This is an optimization exercise on Yosys and OpenROAD, whose aim is small area, a short achievable clock period and few clock cycles per item, not a production implementation.
Function was checked by simulation only, so behaviour that the tests miss may differ from the original.
No activity file was given, so power comes from the tool's default toggle rates.

Design seq_multiplier, start of the top module:
module seq_multiplier #(parameter N = 32) (
    input  logic clk, rst_n, start,
    input  logic [N-1:0] a, b,
    output logic [(2*N)-1:0] prod,
    output logic ready
);
    logic [63:0] r;
    logic [31:0] mcand;
    logic [1:0]  dlt;        
    logic [2:0]  top;        
    logic [2:0]  cnt;        
    logic        busy;
    logic        one0, two0, neg0, one1, two1, neg1;
    function automatic logic [5:0] benc(input logic [3:0] n, input logic l);
        benc = {n[2] ^ n[1],
                (n[3] & ~n[2] & ~n[1]) | (~n[3] & n[2] & n[1]),
                n[3],
                n[0] ^ l,
                (n[1] & ~n[0] & ~l) | (~n[1] & n[0] & l),
                n[1]};
    endfunction
    logic [7:0] fa, fb;      
    logic [7:0] ta, tb;      
    logic [7:0] ha, hb;      
    always_comb begin
        for (int i = 0; i < 8; i++) begin
            fa[i] = |a[4*i +: 4];
            fb[i] = |b[4*i +: 4];
        end
        ta[7] = fa[7];
        tb[7] = fb[7];
        for (int i = 6; i >= 0; i--) begin
            ta[i] = ta[i+1] | fa[i];
            tb[i] = tb[i+1] | fb[i];
        end
        ha = ta & ~{1'b0, ta[7:1]};
        hb = tb & ~{1'b0, tb[7:1]};
    end
    logic        swap;       
    assign swap = |(tb & ~ta);
    logic [31:0] ld_mcand, ld_mpl;
    logic [7:0]  hm1;
    logic [2:0]  tp;
    logic [3:0]  tn;
    logic        tl;
    assign ld_mcand = swap ? b : a;
    assign ld_mpl   = swap ? a : b;
    assign hm1      = swap ? ha : hb;
    always_comb begin
        tp = '0;
        tn = '0;
        tl = 1'b0;
        for (int i = 0; i < 8; i++) begin
  ...
For scale: roughly 110 flip-flops, ~130 I/O pins.
export LEC_CHECK = 0
export CAP_MARGIN = 5
export CORE_MARGIN = 2
export CORE_UTILIZATION = 40
export SETUP_SLACK_MARGIN = 0.25
export SLEW_MARGIN = 5
create_clock -name core_clock -period 4.5 [get_ports {clk}]
standard.sh (not shown) runs the stock make flow with config.mk's settings and CLKGATE_MAP_FILE= SYNTH_SCRIPT=/design/flow/synth_recipe.tcl, a recipe that flattens the netlist after the stock synthesis.
==> flow/flow/run.sh <==
#!/bin/bash
# The standard layout, with the port buffers made of the smallest buffer
# cell instead of the default delay buffer.
set -euo pipefail
export BUFFER_PORTS_ARGS="-buffer_cell sky130_fd_sc_hd__buf_1"
bash standard.sh > standard_flow.log 2>&1
Testbench counts at the start, summed over its fixed seeds: cycles 10,280, items 2,400.
Rerun with:
Settings changed: CAP_MARGIN 5 to 20, CORE_UTILIZATION 40 to 45, SETUP_SLACK_MARGIN 0.25 to 0.3, SLEW_MARGIN 5 to 20.
Outcome:
- The new run ran to the end with no violations
- clock-buffer cell count fell by 2
- first-iteration DRC count rose by 24%
- cell area rose by 0.98%
- synthesized cell count is unchanged
- wire length grows by 0.76%
- total power is higher by 2.5%
- sequential power is about the same
- worst setup slack gets worse by 0.047 ns
- fmax goes down by 1.1%
- global-route usage goes up by 3.3 points
Rerun with:
Settings changed: CORE_UTILIZATION 45 to 40, SETUP_SLACK_MARGIN 0.3 to 0.35.
Result:
- The new run passed the timing, design-rule and antenna checks
- clock-buffer cell count grows by 1
- power shrinks by 0.97%
- hold slack improves by 0.015 ns
- routed wire length goes down by 1.1%
- sequential power stays flat
- die area grows by 12%
Rerun with:
Settings changed: PLACE_DENSITY set to 0.75, SETUP_SLACK_MARGIN 0.35 to 0.4.
=> The changed run finished clean; final area goes up by 1.8%; die area stays the same; setup slack improved by 0.036 ns; final cell count goes up by 0.71%; count of clock-buffer cells in the layout goes up by 1; sequential power barely changes; non-clock buffer count goes up by 11.
Rerun with:
Settings changed: PLACE_DENSITY 0.75 to unset.
Effect:
- sequential share of layout area grows by 0.41 points
- utilization shrinks by 0.66 points
- via count shrinks by 3.0%
- clock skew shrinks by 0.0042 ns
- synthesized area does not change
Rerun with:
Settings changed: SETUP_SLACK_MARGIN 0.4 to 0.25.
=> The new run passed the timing, design-rule and antenna checks. Clock skew hardly moves. Die area does not change. Clock power came out higher by 14%.

========
== old ==
Another version of the RTL of seq_multiplier (not shown whole).
Size in the first run: roughly 110 flip-flops, roughly 130 I/O pins, ~11000 µm² of cells after synthesis.
clock: 4.5 ns
lec_check: 0
cap_margin: 20
core_margin: 2
core_utilization: 40
setup_slack_margin: 0.5
slew_margin: 20
Scripts as last shown in full above: flow/flow/run.sh
Testbench counts of old, summed over its fixed seeds: cycles 10,280, items 2,400.
The following lists how new was set up differently from old:
- a change of SETUP_SLACK_MARGIN from 0.5 to 0.8
## What came out
- new went all the way through synthesis, placement and routing and the layout is clean on timing, DRC and antenna.
- Diff new..old | hold buffer count at CTS | unchanged
- Instance area after placement of new falls short of that of old slightly.
- Compared with old, new shows a setup slack that is 36 ps higher.
- Compared with old, internal power consumption in new increased by more than 10%.
- When new is measured against old, its synthesis-to-layout area growth turns out 5.4 points higher.

========
seq_multiplier, a different RTL version from the one above (not shown whole).
For scale: ~130 I/O pins.
clock: 4.5 ns
lec_check: 0
cap_margin: 20
core_margin: 2
core_utilization: 40
setup_slack_margin: 0.6
slew_margin: 20
Scripts as last shown in full above: flow/flow/run.sh
The first run completed without violations.
Testbench counts at the start, summed over its fixed seeds: cycles 10,280, items 2,400.
Change:
==> flow/run.sh (new file) <==
#!/bin/bash
# synth_recipe.tcl (not shown) runs the flow's synth.tcl, then flattens the netlist and writes it again
# the make line also repeats each setting of config.mk as NAME=value (left out here)
make -C /OpenROAD-flow-scripts/flow DESIGN_CONFIG=/design/flow/config.mk WORK_HOME=/design/flow/orfs CLKGATE_MAP_FILE= SYNTH_SCRIPT=/design/flow/synth_recipe.tcl finish
Settings changed: SETUP_SLACK_MARGIN 0.6 to not set.
removed: flow/flow/run.sh
removed: flow/standard.sh
=>
- The new run produced a clean layout
- routed wire length came out lower by 1.4%
- worst setup slack loses 280 ps
- final area came out higher by 0.36%
- fmax came out lower by 6.4%
- sequential power hardly moves
- power came out lower by 9.9%

========
## v10
The RTL this note starts from:
==> flow/design.v <==
module seq_multiplier #(parameter N = 32) (
    input  logic clk, rst_n, start,
    input  logic [N-1:0] a, b,
    output logic [(2*N)-1:0] prod,
    output logic ready
);
    logic [63:0] r;
    logic [31:0] mcand;
    logic [1:0]  dlt;        
    logic [2:0]  top;        
    logic [2:0]  cnt;        
    logic        busy;
    logic        one0, two0, neg0, one1, two1, neg1;
    function automatic logic [5:0] benc(input logic [3:0] n, input logic l);
        benc = {n[2] ^ n[1],
                (n[3] & ~n[2] & ~n[1]) | (~n[3] & n[2] & n[1]),
                n[3],
                n[0] ^ l,
                (n[1] & ~n[0] & ~l) | (~n[1] & n[0] & l),
                n[1]};
    endfunction
    logic [7:0] fa, fb;      
    logic [7:0] ta, tb;      
    logic [7:0] ha, hb;      
    always_comb begin
        for (int i = 0; i < 8; i++) begin
            fa[i] = |a[4*i +: 4];
            fb[i] = |b[4*i +: 4];
        end
        ta[7] = fa[7];
        tb[7] = fb[7];
        for (int i = 6; i >= 0; i--) begin
            ta[i] = ta[i+1] | fa[i];
            tb[i] = tb[i+1] | fb[i];
        end
        ha = ta & ~{1'b0, ta[7:1]};
        hb = tb & ~{1'b0, tb[7:1]};
    end
    logic [2:0] pa, pb;
    logic [3:0] na, nb;
    logic       la, lb;
    always_comb begin
        pa = '0; pb = '0;
        na = '0; nb = '0;
        la = 1'b0; lb = 1'b0;
        for (int i = 0; i < 8; i++) begin
            pa = pa | ({3{ha[i]}} & 3'(i));
            pb = pb | ({3{hb[i]}} & 3'(i));
            na = na | ({4{ha[i]}} & a[4*i +: 4]);
            nb = nb | ({4{hb[i]}} & b[4*i +: 4]);
            if (i > 0) begin
                la = la | (ha[i] & a[4*i - 1]);
                lb = lb | (hb[i] & b[4*i - 1]);
            end
        end
    end
    logic       swap;        
    assign swap = |(tb & ~ta);
    logic [5:0] enc_a, enc_b;
    assign enc_a = benc(na, la);
    assign enc_b = benc(nb, lb);
    logic [3:0] nn;
    logic       nl;
    always_comb begin
        nn = '0;
        nl = 1'b0;
        for (int i = 1; i < 8; i++)
            if (top == 3'(i)) begin
                nn = r[28 + 4*i +: 4];
                nl = r[27 + 4*i];
            end
        if (cnt == 3'd1) nl = 1'b0;
    end
    logic [33:0] row0, row1;
    always_comb begin
        for (int k = 0; k < 33; k++) begin
            row0[k] = ((one0 & (k < 32 ? mcand[k] : 1'b0)) |
                       (two0 & (k > 0 ? mcand[k-1] : 1'b0))) ^ neg0;
            row1[k] = ((one1 & (k < 32 ? mcand[k] : 1'b0)) |
                       (two1 & (k > 0 ? mcand[k-1] : 1'b0))) ^ neg1;
        end
        row0[33] = neg0;
        row1[33] = neg1;
    end
    logic [37:0] u0, u1, u2, cs_s, cs_c, w;
    assign u0   = {{4{neg0}}, row0};
    assign u1   = {{2{neg1}}, row1, 1'b0, neg0};
    assign u2   = {2'b0, r[31:0], 1'b0, neg1, 2'b0};
    assign cs_s = u0 ^ u1 ^ u2;
    assign cs_c = ((u0 & u1) | (u0 & u2) | (u1 & u2)) << 1;
    logic [37:0] kg [0:6];
    logic [37:0] kp [0:6];
    assign kg[0] = cs_s & cs_c;
    assign kp[0] = cs_s ^ cs_c;
    for (genvar l = 0; l < 6; l++) begin : g_sk
        for (genvar i = 0; i < 38; i++) begin : g_bit
            if ((i >> l) & 1) begin : g_node
                localparam int J = ((i >> l) << l) - 1;
                assign kg[l+1][i] = kg[l][i] | (kp[l][i] & kg[l][J]);
                assign kp[l+1][i] = kp[l][i] & kp[l][J];
            end else begin : g_pass
                assign kg[l+1][i] = kg[l][i];
                assign kp[l+1][i] = kp[l][i];
            end
        end
    end
    assign w = kp[0] ^ {kg[6][36:0], 1'b0};
    logic [27:0] up_sum;
    logic [31:0] hm;
    always_comb begin
        hm = {up_sum, r[35:32]};
        for (int i = 0; i < 8; i++)
            if (top == 3'(i)) hm[4*i +: 4] = 4'b0;
    end
    logic [27:0] up_nxt;
    assign up_nxt = hm[27:0];
    always_ff @(posedge clk or negedge rst_n) begin
        if (!rst_n) begin
            busy  <= 1'b0;
            ready <= 1'b0;
        end else if (start) begin
            busy  <= ta[0] & tb[0];
            ready <= ~(ta[0] & tb[0]);
        end else if (busy && cnt == 0) begin
            busy  <= 1'b0;
            ready <= 1'b1;
        end
    end
    always_ff @(posedge clk) begin
        if (start) begin
            mcand <= swap ? b : a;
            r     <= swap ? {a, b & {32{na[3]}}} : {b, a & {32{nb[3]}}};
            dlt   <= 2'b00;
            top   <= swap ? pa : pb;
            cnt   <= swap ? pa : pb;
            {one1, two1, neg1, one0, two0, neg0} <= swap ? enc_a : enc_b;
        end else if (busy) begin
            r     <= {up_nxt, w[35:0]};
            dlt   <= w[37:36];
            cnt   <= cnt - 1'b1;
            {one1, two1, neg1, one0, two0, neg0} <= benc(nn, nl);
        end
    end
    logic [27:0] oa [0:5];   
    logic [27:0] oz [0:5];   
    assign oa[0] = {r[62:36], 1'b1};
    assign oz[0] = {~r[62:36], 1'b1};
    for (genvar l = 0; l < 5; l++) begin : g_oz
        for (genvar i = 0; i < 28; i++) begin : g_bit
            if ((i >> l) & 1) begin : g_node
                localparam int J = ((i >> l) << l) - 1;
                assign oa[l+1][i] = oa[l][i] & oa[l][J];
                assign oz[l+1][i] = oz[l][i] & oz[l][J];
            end else begin : g_pass
                assign oa[l+1][i] = oa[l][i];
                assign oz[l+1][i] = oz[l][i];
            end
        end
    end
    assign up_sum = r[63:36] ^ (({28{dlt == 2'b01}} & oa[5]) |
                                ({28{dlt == 2'b11}} & oz[5]));
    assign prod   = {up_sum, r[35:0]};
endmodule
export LEC_CHECK = 0
export CAP_MARGIN = 20
export CORE_MARGIN = 2
export CORE_UTILIZATION = 40
export PLACE_DENSITY = 0.75
export SETUP_SLACK_MARGIN = 0.4
export SLEW_MARGIN = 20
create_clock -name core_clock -period 4.5 [get_ports {clk}]
==> flow/flow/run.sh <==
#!/bin/bash
# The standard layout, with the port buffers made of the smallest buffer
# cell instead of the default delay buffer.
set -euo pipefail
export BUFFER_PORTS_ARGS="-buffer_cell sky130_fd_sc_hd__buf_1"
bash standard.sh > standard_flow.log 2>&1
Testbench counts of v10, summed over its fixed seeds: cycles 10,280, items 2,400.
Input changes introduced in v20 (baseline for comparison: v10):
# v10
export LEC_CHECK = 0
export CAP_MARGIN = 20
export CORE_MARGIN = 2
export CORE_UTILIZATION = 40
export PLACE_DENSITY = 0.75
export SETUP_SLACK_MARGIN = 0.4
export SLEW_MARGIN = 20
create_clock -name core_clock -period 4.5 [get_ports {clk}]
# v20
export LEC_CHECK = 0
export CAP_MARGIN = 20
export CORE_MARGIN = 2
export CORE_UTILIZATION = 55
export SETUP_SLACK_MARGIN = 0.3
export SLEW_MARGIN = 20
create_clock -name core_clock -period 4.5 [get_ports {clk}]
### Flow results
v20 and v10 ended up with roughly the same number of setup violations in the final report. v20 vs. v10: maximum clock rate has decreased, peak supply drop rose 65 uV. v20 reports its type of the setup path with the least slack as in2reg while v10 reports reg2reg.
What v56 does differently from v20 at the input level:
# v20
export LEC_CHECK = 0
export CAP_MARGIN = 20
export CORE_MARGIN = 2
export CORE_UTILIZATION = 55
export SETUP_SLACK_MARGIN = 0.3
export SLEW_MARGIN = 20
create_clock -name core_clock -period 4.5 [get_ports {clk}]
# v56
export LEC_CHECK = 0
export CAP_MARGIN = 20
export CORE_MARGIN = 2
export CORE_UTILIZATION = 40
export SETUP_SLACK_MARGIN = 0.4
export SLEW_MARGIN = 20
create_clock -name core_clock -period 4.5 [get_ports {clk}]
[summary]
v56: no failed stages, no open violations at the end
Total net switching power (higher): v56
Comparing the two runs side by side, v56 comes out behind v20 on total core area.
Changes observed in v56 relative to v20: final non-filler cell total has increased, via count went up.
[v56 vs v20] fraction of the cycle the final worst path needs: lower in v56
[compare] base=v20 new=v56: clock network contribution to total cell area saw a decrease; detailed-route wire length climbed about 4.4%; internal power consumption +5.8%.
When the final numbers for v56 and v20 were put side by side, the design area turned out to be smaller in v20.
v56: wire length on met2 higher than v20
Area taken by multi-input logic gates, v56 vs v20: up by a few percent
[inputs] v43 vs v56
# v56
export LEC_CHECK = 0
export CAP_MARGIN = 20
export CORE_MARGIN = 2
export CORE_UTILIZATION = 40
export SETUP_SLACK_MARGIN = 0.4
export SLEW_MARGIN = 20
create_clock -name core_clock -period 4.5 [get_ports {clk}]
# v43
export LEC_CHECK = 0
export CAP_MARGIN = 20
export CORE_MARGIN = 2
export CORE_UTILIZATION = 40
export CTS_BUF_LIST = sky130_fd_sc_hd__clkbuf_4 sky130_fd_sc_hd__clkbuf_8
export SETUP_SLACK_MARGIN = 0.4
export SLEW_MARGIN = 20
create_clock -name core_clock -period 4.5 [get_ports {clk}]
[summary]
v43 went all the way through the flow, and no timing, DRC or antenna check failed.
Worst hold slack: v43 < v56
Changes observed in v43 relative to v56: post-layout worst setup margin down 0.037 ns; routed wire length stayed essentially flat.
| average wire per cell in the routed design | v43 vs v56 | ≈ equal |
Final cell count of v43 is on par with v56.
Of v43 and v56, it is v43 that has the lower worst IR drop on VDD.
In v43, post-route cell area is lower than in v56.
Part of the power in combinational logic, v43 and v56: smaller value in v56
Edits applied to the flow inputs when going from v43 to v11:
# v43
export LEC_CHECK = 0
export CAP_MARGIN = 20
export CORE_MARGIN = 2
export CORE_UTILIZATION = 40
export CTS_BUF_LIST = sky130_fd_sc_hd__clkbuf_4 sky130_fd_sc_hd__clkbuf_8
export SETUP_SLACK_MARGIN = 0.4
export SLEW_MARGIN = 20
create_clock -name core_clock -period 4.5 [get_ports {clk}]
# v11
export LEC_CHECK = 0
export CAP_MARGIN = 20
export CORE_MARGIN = 2
export CORE_UTILIZATION = 40
export CTS_BUF_LIST = sky130_fd_sc_hd__clkbuf_8
export SETUP_SLACK_MARGIN = 0.4
export SLEW_MARGIN = 20
create_clock -name core_clock -period 4.5 [get_ports {clk}]
--- outcome ---
- v11 leaves less setup margin than v43.
- Total power: v11 vs v43, no meaningful difference
- Delta (v11 minus v43): share of the clock period used by the worst path barely changed; core utilization saw little to no change.
- Max number of vias after detailed routing across v43 and v11: v11

## afterwards: timing with drivers on the ports
The results above use ideal ports. As a check the final layouts listed here were re-extracted and re-timed, cells and wires unchanged.
Step 1: set_driving_cell puts a clkbuf_16 on clk and a buf_2 on each other input, an assumption about the parent block.
Step 2 also shifts input and output timing later by t, the mid clock arrival at the registers, as if the neighbouring blocks saw the same clock.
Slacks: no drivers / after step 1 / after step 2; pairs: no drivers / after step 1.
run	shift t [ns]	setup slack, ns	pins driven straight from the clock port
the first run of note 1	0.414	0.244 / 0.198 / 0.038	1
the second run of note 1	0.425	0.197 / 0.148 / 0.268	1
the third run of note 1	0.412	0.160 / 0.114 / 0.241	1
the fourth run of note 1	0.417	0.196 / 0.146 / 0.223	1
the fifth run of note 1	0.410	0.166 / 0.120 / 0.233	1
the sixth run of note 1	0.414	0.244 / 0.198 / 0.038	1
old	0.413	0.577 / 0.542 / 0.146	1
new	0.415	0.612 / 0.565 / 0.501	1
the first run of note 3	0.418	0.442 / 0.442 / 0.311	1
the second run of note 3	0.415	0.167 / 0.116 / 0.117	1
v10	0.413	0.430 / 0.430 / 0.057	1
v20	0.404	0.373 / 0.382 / -0.008	1
v56	0.410	0.540 / 0.492 / 0.330	1
v43	0.449	0.503 / 0.457 / 0.339	1
v11	0.452	0.499 / 0.453 / 0.259	1
Met with ideal ports but missed after step 2: setup timing in v20. The setup slack of old, which loses most, moves by -0.035 ns with the drivers and by -0.431 ns with both steps.
